Source: an optimization exercise on an open RTL-to-GDS flow (aim: small area, a short achievable clock period and few clock cycles per item). Production flows keep margins and buffers that such runs may drop. In this exercise RTL edits were held to simulation tests only and were not proved equivalent to the original.

[design.v]
`timescale 1ns / 1ps
module ControlPID(dataf_oo,y_k_i,clk_i,dataf_i,reset,coeff_1,coeff_2,coeff_3, ref_i, servo_o
    );
	 parameter WIDTH=12;
	 input wire clk_i;
	 input wire reset;
	 input wire dataf_i;
	 output wire dataf_oo;
	 output wire signed [WIDTH-1:0] servo_o;
	 input wire [WIDTH-1:0] y_k_i;
	 input signed [WIDTH-1:0] ref_i;
	 input wire signed [WIDTH-1:0] coeff_1;
	 input wire signed [WIDTH-1:0] coeff_2;
	 input wire signed [WIDTH-1:0] coeff_3;
	 function [11:0] ssub(input [11:0] a, input [11:0] b);
		reg [11:0] d;
		begin
			d = a - b;
			if (!a[11] && b[11] && d[11])       ssub = 12'h7FF;
			else if (a[11] && !b[11] && !d[11]) ssub = 12'hFFF;
			else                                ssub = d;
		end
	 endfunction
	 function [11:0] sadd(input [11:0] a, input [11:0] b);
		reg [11:0] s;
		begin
			s = a + b;
			if (!a[11] && !b[11] && s[11])      sadd = 12'h7FF;
			else if (a[11] && b[11] && !s[11])  sadd = 12'hFFF;
			else                                sadd = s;
		end
	 endfunction
	 function [11:0] smul(input [11:0] a, input [11:0] b);
		reg signed [23:0] p;
		begin
			p = $signed(a) * $signed(b);
			if (!p[23] && (|p[22:12]))          smul = 12'h7FF;
			else if (p[23] && !(&p[22:12]))     smul = 12'hFFF;
			else                                smul = {p[23], p[10:0]};
		end
	 endfunction
	 reg [WIDTH-1:0] Regy_k_1, Reg_I_1, Reg_servo;
	 wire [WIDTH-1:0] P  = smul(y_k_i, coeff_2);
	 wire [WIDTH-1:0] I  = sadd(smul(ssub(ref_i, y_k_i), coeff_3), Reg_I_1);
	 wire [WIDTH-1:0] D  = smul(ssub(y_k_i, Regy_k_1), coeff_1);
	 wire [WIDTH-1:0] u  = ssub(ssub(I, P), D);
	 wire done = dataf_i & ~reset;
	 assign dataf_oo = done;
	 assign servo_o  = done ? u : Reg_servo;
	 always @(posedge clk_i, posedge reset)
		if (reset) begin
			Regy_k_1  <= 12'b0;
			Reg_I_1   <= 12'b0;
			Reg_servo <= 12'b0;
		end else if (dataf_i) begin
			Regy_k_1  <= y_k_i;
			Reg_I_1   <= I;
			Reg_servo <= u;
		end
endmodule
[run.sh]
#!/bin/bash
# synth_recipe.tcl (not shown) runs the flow's synth.tcl, then flattens the netlist and writes it again
# the make line also repeats each setting of config.mk as NAME=value (left out here)
make -C /OpenROAD-flow-scripts/flow DESIGN_CONFIG=/design/flow/config.mk WORK_HOME=/design/flow/orfs CLKGATE_MAP_FILE= SYNTH_SCRIPT=/design/flow/synth_recipe.tcl finish
[config.mk]
export PLATFORM = sky130hd
export DESIGN_NAME = ControlPID
export DESIGN_NICKNAME = ControlPID
export VERILOG_FILES = /design/flow/design.v
export SDC_FILE = /design/flow/constraint.sdc
export NUM_CORES = 4
export LEC_CHECK = 0
export CAP_MARGIN = 20
export CORE_MARGIN = 2
export CORE_UTILIZATION = 40
export SLEW_MARGIN = 20
[constraint.sdc]
create_clock -name core_clock -period 12.0 [get_ports {clk_i}]
set_input_delay 2.4000 -clock core_clock [delete_from_list [all_inputs] [get_ports {clk_i}]]
set_output_delay 2.4000 -clock core_clock [all_outputs]
set_load 0.01 [all_outputs]
==> out/summary.txt, run 1 <==
Outcome = complete, but fails checks
Violated layout checks = negative setup slack
RD Place Congestion = 0.881
Share of cells above drive strength 1 = 0.251
Yosys warns = 1
Tightest Pin Transition = 728 ps
Core area = 51,600 µm²
Pre-antenna DRT Iters = 5
Number of vias in the routed layout = 18,100
Ys async rst share = 1.00
GRT Overall Usage = 0.212
Grt total ovfl = 0
Routed length per placed instance = 15.0 µm
Number of max-slew violations in the final report = 0
Worst path most repeated cell = fa_1
Initial core utilization = 0.407
Initial antenna violation count = 2
Register area share after synthesis = 0.0429
Cells after Synth = 2,462
CTS Buffer Depth = 2
# rows = 83
DP HPWL = 48.3 mm
Avg Cell Area, Syn = 8.53 µm²
Worst hold path stage count = 2
Max-cap viol count = 0
Main combinational cell family by area after synthesis = adder cells
Largest net degree at the start of global routing = 72
Worst min-delay path startpoint = Reg_servo[11]
Startpoint types = input pin
P&R area growth vs syn = 30.9%
# IOs = 76
Critical path type = in -> out
ANT nets after route = 0
Crit. End Element = primary output
Post-synthesis compound-gate area fraction = 0.103
Synth top area cells = fa_1 40%, ha_1 13%, inv_1 9.4%
1st-iter DRT viols = 827
Placed Cells = 3,615
Clock-pin slew on the worst setup and hold paths = 60 ps
Ys flop type = dfrtp_1
CP max stage cell = fa_2
Syn Nets = 3,164
Final instance area = 27,500 µm²
Number of global-route vias before repair = 19,600
Die Footprint = 54,400 µm²
Worst Hold Margin = 525 ps
Skew final = 5.92 ps
Total of flip-flops plus latches after synthesis = 36
Clock Tree Root = clkbuf_16
Global route hottest layer = met2
Final Hold Vio Count = 0
GRT met3 Usage = 0.0170
Area after DPL = 26,500 µm²
Slew HR = 0.515
Achievable Freq = 0.0520 GHz
CTS buffer count = 5
Reg2reg start = Regy_k_1[1]
Post-synthesis instance area = 21,000 µm²
R2R Setup Slk = 1390 ps
Synth Area in Simple Gates = 0.161
Synth area leader = fa_1
Setup TNS = -143,010 ps
Crit Path Max Fanout = 6
Post-Synth Adder-Cell Area = 0.531
Most common cell after layout, fill and taps aside = buf_4
WP data arrival = 16,850 ps
Clock Latency Late Sink = 300 ps
# port buffers = 75
CP max stage delay = 560 ps
Setup WS post-layout = -7250 ps
Global Route met1 Usage = 0.281
Fin nets = 3,684
H-tree levels = 2
Hold endpoint = Reg_servo[11]
Clk sink count = 36
Setup Viol. Count Final = 34
Hold-fix buffers, CTS = 0
First-pass GRT wire length = 94.3 mm
Post-Synth XOR/XNOR Area = 0.0424
Filler instances = 4,754
Die span in x = 233 µm
Routing usage on met2 = 0.387
RSZ-0062 raised after global routing = true
CTS tree = done
Post-synth EDFFs = 0
Routed Wire Length = 55.1 mm
Minimum clock period = 19,250 ps
Tcrit/Tclk final = 1.60
Mux cell area share after synthesis = 0.00542
Die height = 233 µm
Vias per cell = 4.94
Fin cells = 3,665
Layout Utilization = 0.533
R2r endpoint = Reg_servo[1]
Worst Hold Class = reg -> reg
Worst endpoint required time = 9600 ps
Worst R2R Path Depth = 42
Number of remaining DRC errors = 0
Post-synthesis cell type count = 76
Synth top area share = 0.401
Commonest non-fill, non-tap cells in the layout = 523 x buf_4, 508 x inv_1, 411 x fa_1
cells by family after synthesis:
family	after synthesis
AO/OA/AOI/OAI	332
XOR/XNOR	100
adder cells (fa/ha/maj)	639
buffers and inverters	629
flip-flops	36
multiplexers	11
AND/OR/NAND/NOR	715
final cells by class:
type / instances / area, µm² / share of cell area
multi-input cells: 1797 / 18600 / 0.678
inverters: 524 / 1980 / 0.0720
diodes: 2 / 5.00 / 0.000182
clock inverters: 2 / 13.8 / 0.000501
well taps: 680 / 851 / 0.0309
repair buffers: 618 / 4980 / 0.181
clock buffers: 6 / 139 / 0.00505
flip-flops and latches: 36 / 901 / 0.0328
critical path, delay by kind of cell:
kind	cells	cell delay (ps)
XOR/XNOR	2	320
buffers and inverters	11	1210
adder cells (fa/ha/maj)	12	4900
AO/OA/AOI/OAI	28	4440
multiplexers	3	660
AND/OR/NAND/NOR	15	2910
worst max path at each step:
| stage | start | end | slack, ps |
|---|---|---|---|
| 6_report | ref_i[1] | servo_o[2] | -7250 |
| 5_1_grt | y_k_i[6] | servo_o[2] | -7950 |
| 4_1_cts | y_k_i[6] | servo_o[4] | -7810 |
| 3_5_place_dp | y_k_i[6] | servo_o[5] | -8600 |
| 3_3_place_gp | y_k_i[0] | servo_o[9] | -8190 |
| 2_1_floorplan | y_k_i[1] | servo_o[2] | -6880 |
flip-flops by register name (all words and copies together) (netlist names):
| name | flops |
|---|---|
| Reg_servo | 12 |
| Reg_I_1 | 12 |
| Regy_k_1 | 12 |
through the flow:
step	worst slack [ps]
after floorplan	-6880
after global placement	-8190
after detailed placement	-8600
after CTS	-7810
after global routing	-7950
final	-7250
synth_stat cells, drive strengths merged, types with 3 or more instances:
library cell  instances
and3                  5
dfrtp                36
nor2                100
o21bai               17
inv                 524
nand2b               12
a21oi                79
fa                  421
nor3                 23
mux2i                 8
nand3b                3
mux2                  3
xor2                 32
o211ai                4
o22ai                 4
o31ai                 7
a211o                 4
xnor2                67
a211oi               18
or2                  14
o21a                 16
buf                  14
o2111ai               3
a21boi                7
and2                118
a31oi                39
or3                  10
nand2               336
nor4                  7
nor2b                39
nand3                14
clkbuf               91
o21ai                83
ha                  218
a2111o                3
nand4                19
or4                   4
a21o                 27
what timing repair did:
| action | 4_1_cts | 5_1_grt |
|---|---|---|
| cloned | 1 | 0 |
| setup endpoints to repair | 36 | 36 |
| setup buffers | 20 | 22 |
| pin swaps | 33 | 70 |
| resized for setup | 84 | 162 |
per-layer routing:
metal | wire length, µm | part of all wire
met1 | 24400 | 0.44
met2 | 28000 | 0.51
met3 | 2070 | 0.038
met4 | 663 | 0.012
met5 | 0 | 0
Testbench counts, summed over its fixed seeds: cycles 2,400, items 2,400.
==> run 2, diff against run 1 <==
--- a/design.v
+++ b/design.v
@@ -31,30 +31,46 @@
 		end
 	 endfunction
 	 function [11:0] smul(input [11:0] a, input [11:0] b);
-		reg signed [23:0] p;
+		reg [13:0] p;
+		reg [11:1] ta, tb;
+		reg big;
+		integer i;
 		begin
 			p = $signed(a) * $signed(b);
-			if (!p[23] && (|p[22:12]))          smul = 12'h7FF;
-			else if (p[23] && !(&p[22:12]))     smul = 12'hFFF;
-			else                                smul = {p[23], p[10:0]};
+			for (i = 1; i <= 11; i = i + 1) begin
+				ta[i] = |((a[10:0] ^ {11{a[11]}}) >> (i-1));
+				tb[i] = |((b[10:0] ^ {11{b[11]}}) >> (i-1));
+			end
+			big = 1'b0;
+			for (i = 3; i <= 11; i = i + 1) big = big | (ta[i] & tb[14-i]);
+			if (big || (p[13] != p[12])) smul = (a[11] ^ b[11]) ? 12'hFFF : 12'h7FF;
+			else                         smul = {p[13], p[10:0]};
 		end
 	 endfunction
 	 reg [WIDTH-1:0] Regy_k_1, Reg_I_1, Reg_servo;
-	 wire [WIDTH-1:0] P  = smul(y_k_i, coeff_2);
-	 wire [WIDTH-1:0] I  = sadd(smul(ssub(ref_i, y_k_i), coeff_3), Reg_I_1);
-	 wire [WIDTH-1:0] D  = smul(ssub(y_k_i, Regy_k_1), coeff_1);
-	 wire [WIDTH-1:0] u  = ssub(ssub(I, P), D);
-	 wire done = dataf_i & ~reset;
-	 assign dataf_oo = done;
-	 assign servo_o  = done ? u : Reg_servo;
+	 reg [WIDTH-1:0] Reg_p, Reg_m, Reg_d;
+	 reg s2;
+	 always @(posedge clk_i) begin
+		Reg_p <= smul(y_k_i, coeff_2);
+		Reg_m <= smul(ssub(ref_i, y_k_i), coeff_3);
+		Reg_d <= smul(ssub(y_k_i, Regy_k_1), coeff_1);
+	 end
+	 wire [WIDTH-1:0] I = sadd(Reg_m, Reg_I_1);
+	 wire [WIDTH-1:0] u = ssub(ssub(I, Reg_p), Reg_d);
+	 assign dataf_oo = s2;
+	 assign servo_o  = s2 ? u : Reg_servo;
 	 always @(posedge clk_i, posedge reset)
 		if (reset) begin
+			s2        <= 1'b0;
 			Regy_k_1  <= 12'b0;
 			Reg_I_1   <= 12'b0;
 			Reg_servo <= 12'b0;
-		end else if (dataf_i) begin
-			Regy_k_1  <= y_k_i;
-			Reg_I_1   <= I;
-			Reg_servo <= u;
+		end else begin
+			s2 <= dataf_i;
+			if (s2) begin
+				Reg_I_1   <= I;
+				Regy_k_1  <= y_k_i;
+				Reg_servo <= u;
+			end
 		end
 endmodule
==> run 2 against run 1 <==
The run now finishes clean. Global-route usage decreased by 1.2 points. Critical path type is now reg -> out. Critical endpoint is now servo_o[10].
==> out/summary.txt, run 2 <==
Outcome = timing/DRC/antenna clean
Fin nets = 2,331
Setup TNS = 0 ps
Synth top area share = 0.247
# port buffers = 75
Number of remaining DRC errors = 0
Synth top area cells = fa_1 25%, ha_1 15%, inv_1 8.7%
Pre-antenna DRT Iters = 5
Cells after Synth = 1,865
Grt total ovfl = 0
Top cells by instance count after synthesis = 353 x inv_1, 249 x nand2_1, 189 x fa_1, 179 x ha_1, 104 x and2_1
Most common cell after layout, fill and taps aside = inv_1
Yosys warns = 1
Post-synth EDFFs = 0
Avg Cell Area, Syn = 8.21 µm²
Die Footprint = 39,900 µm²
Instance count on the critical path = 42
Initial core utilization = 0.407
Slew HR = 0.510
Clock Tree Root = clkbuf_16
Fin cells = 2,416
P&R area growth vs syn = 10.1%
WP data arrival = 8910 ps
Clock Latency Late Sink = 350 ps
Filler instances = 3,805
DP HPWL = 30.3 mm
Die height = 200 µm
Routed Wire Length = 37.8 mm
# IOs = 76
Startpoint types = register
Tcrit/Tclk final = 0.942
Die span in x = 200 µm
CP max stage delay = 520 ps
Ys async rst share = 0.507
Critical path type = reg -> out
Worst endpoint required time = 9600 ps
First-pass GRT wire length = 63.4 mm
Number of buffers and inverters on the critical path = 3
Largest net degree at the start of global routing = 63
GRT Overall Usage = 0.200
Worst R2R Path Depth = 34
Clock-pin slew on the worst setup and hold paths = 70 ps
H-tree levels = 3
Top-count cell post-synth = inv_1
CTS buffer count = 9
Placed Cells = 2,397
Ant. Diodes = 0
Number of global-route vias before repair = 12,600
Synth area leader = fa_1
Total of flip-flops plus latches after synthesis = 73
ANT nets after route = 0
Share of cells above drive strength 1 = 0.0483
RD Place Congestion = 0.888
# rows = 71
Max-cap viol count = 0
Post-synthesis instance area = 15,300 µm²
Worst Hold Class = reg -> reg
FF/Latch Area = 1650 µm²
1st-iter DRT viols = 707
Achievable Freq = 0.0884 GHz
Ys flop type = dfrtp_1
RSZ-0062 raised after global routing = false
Register area share after synthesis = 0.108
CTS Buffer Depth = 2
Crit Path Max Fanout = 18
Number of max-slew violations in the final report = 0
Clk sink count = 73
Minimum clock period = 11,310 ps
Syn Nets = 2,296
Tightest Pin Transition = 732 ps
Setup Viol. Count Final = 0
Commonest non-fill, non-tap cells in the layout = 353 x inv_1, 248 x nand2_1, 189 x fa_1
Final Hold Vio Count = 0
Core area = 37,700 µm²
Initial antenna violation count = 0
Skew final = 14.3 ps
Number of vias in the routed layout = 12,300
Crit. End Element = primary output
Post-synthesis cell type count = 91
CP max stage cell = fa_1
CTS tree = done
Multi-input gate area = 12,000 µm²
Routed length per placed instance = 15.6 µm
CP delay by family, top = compound AO/OA/AOI/OAI gates
Worst path most repeated cell = a21oi_1
Worst hold path stage count = 1
Vias per cell = 5.09
-- run 2: changes by cell type in the layout (fill, tap and decap cells not counted), moves of 24 or more --
cell             previous run  this run
dfxtp_1                     0        36
nand2_1                   328       248
buf_4                     523        30
fa_1                      411       189
inv_1                     508       353
nand3_1                    12        36
clkdlybuf4s50_1            41        75
nor2_1                     97        73
-- run 2: what timing repair did --
| item | CTS | global route |
|---|---|---|
| buffers inserted | 0 | 2 |
| setup endpoints to repair | 0 | 12 |
| gates resized for setup | 0 | 14 |
| endpoints found under the hold margin | 0 | 0 |
| hold buffers | 0 | 0 |
-- run 2: logic make-up (layout without fill, tap and decap cells) --
family                   Yosys count  in the layout  share of synthesized area
flip-flops                        73             73                      0.108
adder cells (fa/ha/maj)          368            368                      0.393
XOR/XNOR                         117            117                     0.0734
buffers and inverters            436            475                      0.112
multiplexers                      16             16                     0.0118
AND/OR/NAND/NOR                  594            595                      0.190
AO/OA/AOI/OAI                    261            261                      0.113
-- run 2: path summary, 6_finish.rpt --
kind,from,endpoint,slack (ps)
max,Reg_I_1[1],servo_o[10],690
min,Regy_k_1[0],Regy_k_1[0],520
max reg2reg,Regy_k_1[4],Reg_d[4],3050
min reg2reg,Regy_k_1[0],Regy_k_1[0],520
max in group asynchronous,reset,Regy_k_1[10],9110
min in group asynchronous,reset,Reg_servo[2],2490
-- run 2: layout make-up --
cell class / count / share of cell area
clock buffer: 10 / 0.0136
clock inverter: 6 / 0.00252
sequential: 73 / 0.0978
inverter: 353 / 0.0786
timing repair buffer: 106 / 0.0586
tap: 511 / 0.0379
multi-input combinational: 1357 / 0.711
-- run 2: through the flow --
step / hold WS [ps] / cell area (µm²) / setup WS [ps] / utilization
2_1_floorplan: 485 / 15300 / 1510 / -
3_3_place_gp: 497 / 16500 / 661 / 0.439
3_5_place_dp: 505 / 16500 / 584 / 0.439
4_1_cts: 521 / 16800 / 188 / 0.446
5_1_grt: 540 / 16900 / 19.1 / 0.448
6_report: 518 / 16900 / 690 / 0.448
-- run 2: layer usage --
layer / vias up / share of wire / routed length, µm / GRT usage
li1: 5972 / - / - / -
met1: 6013 / 0.48 / 18100 / 0.278
met2: 275 / 0.46 / 17500 / 0.340
met3: 43 / 0.040 / 1490 / 0.0169
met4: 0 / 0.017 / 631 / 0.0428
met5: - / 0 / 0 / 0
-- run 2: worst register-to-register path, delay by kind of cell (launching register included) --
| family | cells | cell delay, ps |
|---|---|---|
| and+or+nand+nor | 10 | 1870 |
| adders and majority gates | 8 | 3390 |
| AOI/OAI and AO/OA | 7 | 1350 |
| xor gates and xnor gates | 3 | 1060 |
| buffers and inverters | 5 | 470 |
| muxes | 1 | 350 |
| DFF | 1 | 320 |
Testbench counts of run 2, summed over its fixed seeds: cycles 4,800, items 2,400.
==> run 3, diff against run 2 <==
--- a/config.mk
+++ b/config.mk
@@ -5,6 +5,7 @@
 export SDC_FILE = /design/flow/constraint.sdc
 export NUM_CORES = 4
 export LEC_CHECK = 0
+export ABC_AREA = 1
 export CAP_MARGIN = 20
 export CORE_MARGIN = 2
 export CORE_UTILIZATION = 40
==> run 3 against run 2 <==
Clock skew shrank 4.3 ps. Die area grew 3.0%. Register-to-register slack gained 740 ps. Highest routed layer unchanged. Sequential share of layout area shrank 0.23 points. Setup slack gained 240 ps. Hold slack lost 26 ps. Sequential cell count is the same. Global-route usage grew 0.76 points. Critical path type unchanged. Maximum frequency grew 2.2%.
==> out/summary.txt, run 3 <==
Post-synth EDFFs = 0
Minimum clock period = 11,070 ps
Fin nets = 2,691
Vias per cell = 4.80
Number of vias in the routed layout = 13,400
Largest net degree at the start of global routing = 50
CTS buffer count = 9
Share of cells above drive strength 1 = 0.0450
Total of flip-flops plus latches after synthesis = 73
Setup WS post-layout = 928 ps
Initial core utilization = 0.407
Achievable Freq = 0.0903 GHz
# IOs = 76
Multi-input gate area = 11,600 µm²
Pre-CTS WS = 746 ps
RSZ-0062 raised after global routing = false
CTS tree = done
First-pass GRT wire length = 68.4 mm
CP max stage delay = 620 ps
WP data arrival = 8670 ps
DP HPWL = 33.7 mm
Synth top area share = 0.240
Clock Tree Root = clkbuf_16
Clk sink count = 73
Cells after Synth = 2,222
Filler instances = 3,964
Core area = 38,800 µm²
Number of global-route vias before repair = 13,600
Slew HR = 0.376
Post-synthesis instance area = 15,800 µm²
P&R area growth vs syn = 9.26%
Final Hold Vio Count = 0
Post-CTS setup buffers = 0
Register area share after synthesis = 0.104
CP delay by family, top = compound AO/OA/AOI/OAI gates
Grt total ovfl = 0
Clock Latency Late Sink = 340 ps
Die span in x = 203 µm
Tcrit/Tclk final = 0.923
RD Place Congestion = 0.901
Outcome = timing/DRC/antenna clean
Worst path most repeated cell = nand2_1
Number of remaining DRC errors = 0
Routed length per placed instance = 14.6 µm
Critical path type = reg -> out
Number of buffers and inverters on the critical path = 7
Startpoint types = register
Top cells by instance count after synthesis = 573 x inv_1, 562 x nand2_1, 189 x fa_1, 179 x ha_1, 128 x nor2_1
Top-count cell post-synth = inv_1
# port buffers = 75
H-tree levels = 3
Post-synthesis cell type count = 48
FF/Latch Area = 1650 µm²
Ys async rst share = 0.507
Skew final = 10.0 ps
Commonest non-fill, non-tap cells in the layout = 573 x inv_1, 562 x nand2_1, 189 x fa_1
Synth top area cells = fa_1 24%, ha_1 14%, inv_1 14%
Synth area leader = fa_1
Ant. Diodes = 0
Worst Hold Class = reg -> reg
Routed Wire Length = 40.7 mm
Pre-antenna DRT Iters = 5
Avg Cell Area, Syn = 7.11 µm²
Worst endpoint required time = 9600 ps
Ys flop type = dfrtp_1
Tightest Pin Transition = 929 ps
ANT nets after route = 0
Setup Viol. Count Final = 0
CTS Buffer Depth = 2
CP max stage cell = clkdlybuf4s50_1
Max-cap viol count = 0
GRT Overall Usage = 0.208
# rows = 72
Post-cts resize count = 0
Initial antenna violation count = 0
Clock-pin slew on the worst setup and hold paths = 60 ps
Crit. End Element = primary output
Number of max-slew violations in the final report = 0
Die height = 203 µm
Die Footprint = 41,100 µm²
Setup TNS = 0 ps
Syn Nets = 2,653
Hold-fix buffers, CTS = 0
1st-iter DRT viols = 698
Crit Path Max Fanout = 10
Most common cell after layout, fill and taps aside = inv_1
Yosys warns = 1
run 3: cell families after synthesis:
family	count (synthesis)	synth area share
simple gates	884	0.245
compound gates	160	0.0572
xor+xnor	91	0.0510
fa+ha+maj	368	0.381
flops	73	0.104
mux	3	0.00214
buf+inv	643	0.159
run 3: through the flow:
step | cell area (µm²) | hold WS, ps | utilization | cells
floorplan | 15800 | 455 | - | 2222
global placement | 17000 | 469 | 0.437 | 2767
detailed placement | 17000 | 476 | 0.437 | 2767
CTS | 17200 | 493 | 0.444 | 2783
global route | 17300 | 506 | 0.444 | 2783
finish | 17300 | 492 | 0.444 | 2783
run 3: area by class of cell:
cell class,instances,area share
repair buffers,92,0.0509
well taps,518,0.0376
inverters,578,0.126
clock buffers,10,0.0133
flip-flops and latches,73,0.0955
clock inverters,6,0.00247
multi-input cells,1506,0.675
run 3: worst paths after layout:
path / startpoint / endpoint / slack, ps / depth (start not counted)
min in group asynchronous: reset / Regy_k_1[5] / 2470 / 3
worst min-delay path: Reg_I_1[9] / Reg_I_1[9] / 490 / 2
max in group asynchronous: reset / Reg_I_1[8] / 9130 / 3
worst max-delay path: Reg_I_1[2] / servo_o[10] / 930 / 49
worst min register to register: Reg_I_1[9] / Reg_I_1[9] / 490 / 2
worst max register to register: Regy_k_1[6] / Reg_d[11] / 3790 / 41
run 3: worst register-to-register path, delay by kind of cell (launching register included):
kind	cells	cell delay [ps]
fa+ha+maj	8	3310
simple gates	21	2420
buf+inv	8	660
flops	1	330
compound gates	4	1370
run 3: routing by layer:
layer	vias up	share of wire	GRT usage
li1	6716	-	-
met1	6378	0.46	0.276
met2	224	0.48	0.366
met3	41	0.037	0.0212
met4	0	0.016	0.0441
met5	-	0	0
==> run 4, diff against run 3 <==
==> flow/run.sh (new file) <==
#!/bin/bash
# Standard layout, but synthesis leaves adders to ABC: with ADDER_MAP_FILE
# empty, Yosys does not extract full/half-adder cells, so ABC maps the
# whole datapath itself.
set -euo pipefail
bash standard.sh ADDER_MAP_FILE= finish > standard_flow.log 2>&1
==> standard.sh (new file) <==
#!/bin/bash
# synth_recipe.tcl (not shown) runs the flow's synth.tcl, then flattens the netlist and writes it again
# the make line also repeats each setting of config.mk as NAME=value (left out here)
make -C /OpenROAD-flow-scripts/flow DESIGN_CONFIG=/design/flow/config.mk WORK_HOME=/design/flow/orfs CLKGATE_MAP_FILE= SYNTH_SCRIPT=/design/flow/synth_recipe.tcl "${@:-finish}"
removed: run.sh
==> run 4 against run 3 <==
Register-to-register slack improved by 3200 ps. Design area increased by 15%. Cell count increased by 52%. Synthesized cell count increased by 63%. Still clean on timing, DRC and antenna. Via count increased by 56%. Synthesized area increased by 17%.
==> out/summary.txt, run 4 <==
Outcome = timing/DRC/antenna clean
Setup Viol. Count Final = 0
Clock Tree Root = clkbuf_16
Post-synth EDFFs = 0
Initial antenna violation count = 0
Tcrit/Tclk final = 0.689
Setup TNS = 0 ps
CTS tree = done
Die Footprint = 47,900 µm²
Clock-pin slew on the worst setup and hold paths = 60 ps
WP data arrival = 5860 ps
Yosys warns = 1
# port buffers = 75
Pre-antenna DRT Iters = 5
RD Place Congestion = 0.941
Worst endpoint required time = 9600 ps
Minimum clock period = 8260 ps
Crit. End Element = primary output
Final Hold Vio Count = 0
Clk sink count = 73
Top-count cell post-synth = nand2_1
Final instance area = 19,800 µm²
CTS Buffer Depth = 2
Total of flip-flops plus latches after synthesis = 73
Crit Path Max Fanout = 18
Vias per cell = 4.90
Fin nets = 3,696
CTS buffer count = 9
# IOs = 76
DP HPWL = 43.5 mm
H-tree levels = 3
Skew final = 12.7 ps
Routed Wire Length = 52.6 mm
Die height = 219 µm
Startpoint types = register
Share of cells above drive strength 1 = 0.0756
Number of max-slew violations in the final report = 0
Post-synthesis cell type count = 67
Number of buffers and inverters on the critical path = 5
Worst path most repeated cell = nand2_1
Top cells by instance count after synthesis = 1,507 x nand2_1, 449 x inv_1, 388 x nand3_1, 300 x nor2_1, 111 x o21ai_0
Grt total ovfl = 0
Syn Nets = 3,681
CP max stage delay = 640 ps
Area after DPL = 19,500 µm²
Ant. Diodes = 0
Initial core utilization = 0.406
Number of vias in the routed layout = 20,800
CP max stage cell = clkdlybuf4s50_1
Cells after Synth = 3,618
Core area = 45,500 µm²
Ys async rst share = 0.507
First-pass GRT wire length = 88.8 mm
# rows = 78
Slew HR = 0.300
ANT nets after route = 0
Commonest non-fill, non-tap cells in the layout = 1,507 x nand2_1, 448 x inv_1, 388 x nand3_1
Synth area leader = nand2_1
Post-cts resize count = 0
1st-iter DRT viols = 1,320
Number of global-route vias before repair = 18,800
RSZ-0062 raised after global routing = false
GRT Overall Usage = 0.224
Filler instances = 5,146
CP delay by family, top = simple AND/OR/NAND/NOR gates
Avg Cell Area, Syn = 5.11 µm²
FF/Latch Area = 1650 µm²
Synth top area cells = nand2_1 31%, nand3_1 11%, inv_1 9.1%
Post-synthesis instance area = 18,500 µm²
Die span in x = 219 µm
Number of remaining DRC errors = 0
Worst Hold Class = reg -> reg
Most common cell after layout, fill and taps aside = nand2_1
Multi-input gate area = 14,500 µm²
Largest net degree at the start of global routing = 46
Register area share after synthesis = 0.0891
Synth top area share = 0.306
Tightest Pin Transition = 1050 ps
Post-CTS setup buffers = 0
Achievable Freq = 0.121 GHz
Clock Latency Late Sink = 360 ps
Max-cap viol count = 0
Hold-fix buffers, CTS = 0
Ys flop type = dfrtp_1
P&R area growth vs syn = 6.94%
Critical path type = reg -> out
Routed length per placed instance = 12.4 µm
## run 4: cell families after synthesis
group           after synthesis  share of synthesized area
compound gates              308                      0.102
xor+xnor                    153                     0.0729
buf+inv                     564                      0.129
flops                        73                     0.0891
mux                           2                    0.00122
simple gates               2518                      0.605
## run 4: cell type report
type,instances,share of cell area
repair buffers,81,0.0403
clock buffers,13,0.0132
clock inverters,3,0.000887
flip-flops and latches,73,0.0833
well taps,600,0.0380
inverters,487,0.0928
multi-input cells,2981,0.732
## run 4: per-layer routing
layer / part of all wire / up-vias / track usage
met5: 0 / - / 0
met4: 0.012 / 0 / 0.0329
met1: 0.51 / 8938 / 0.312
met3: 0.046 / 44 / 0.0276
li1: - / 11400 / -
met2: 0.44 / 392 / 0.374
## run 4: path summary, 6_finish.rpt
kind	slack [ps]	from	cells past startpoint	endpoint
setup / recovery	3740	Reg_I_1[1]	36	servo_o[10]
hold / removal	490	Reg_servo[2]	2	Reg_servo[2]
setup reg to reg	6960	Reg_I_1[1]	35	Reg_servo[10]
hold reg to reg	490	Reg_servo[2]	2	Reg_servo[2]
max in group asynchronous	8860	reset	2	Reg_servo[6]
min in group asynchronous	2540	reset	2	Regy_k_1[10]
## run 4: worst reg2reg max path: cells and delay by family (launching register included)
family	cells	cell delay [ps]
and+or+nand+nor	28	3300
DFF	1	390
buffers and inverters	4	380
AOI/OAI and AO/OA	3	820
## run 4: stage by stage
stage | instances | util | worst slack (ps) | hold WS [ps]
finish | 4238 | 0.434 | 3740 | 485
global route | 4238 | 0.434 | 2990 | 505
CTS | 4238 | 0.434 | 3740 | 489
detailed placement | 4222 | 0.428 | 4150 | 462
global placement | 4222 | 0.428 | 4190 | 462
floorplan | 3618 | - | 5770 | 467

[separate check: timing with driven ports]
No port has a modelled driver above. Below, the same layouts with a new extraction and two added sets of constraints.
Step 1, drivers: a clkbuf_16 drives clk_i and a buf_2 each remaining input, both assumed.
Step 2 moves the port delays by t, midway between the first and last clock arrival at a register: inputs arrive t later, outputs are due t later. That takes back most of the time a late clock gives input paths.
a / b / c = ideal / step 1 / step 2; a / b = the first two.
run	t (ns)	slack for setup (ns)	worst setup path at the end	slew at the worst register clock pin (ns)	cell pins on the clock port's net
run 1	0.336	-7.249 / -7.346 / -7.346	input to output	0.06 / 0.06	1
run 2	0.386	0.690 / 0.643 / 0.510	input to register	0.07 / 0.07	1
run 3	0.383	0.928 / 0.882 / 0.742	input to register	0.06 / 0.06	1
run 4	0.406	3.735 / 3.686 / 4.093	register to output	0.06 / 0.06	1
The setup slack of run 3, which loses most, moves by -0.046 ns with the drivers and by -0.186 ns with both steps.
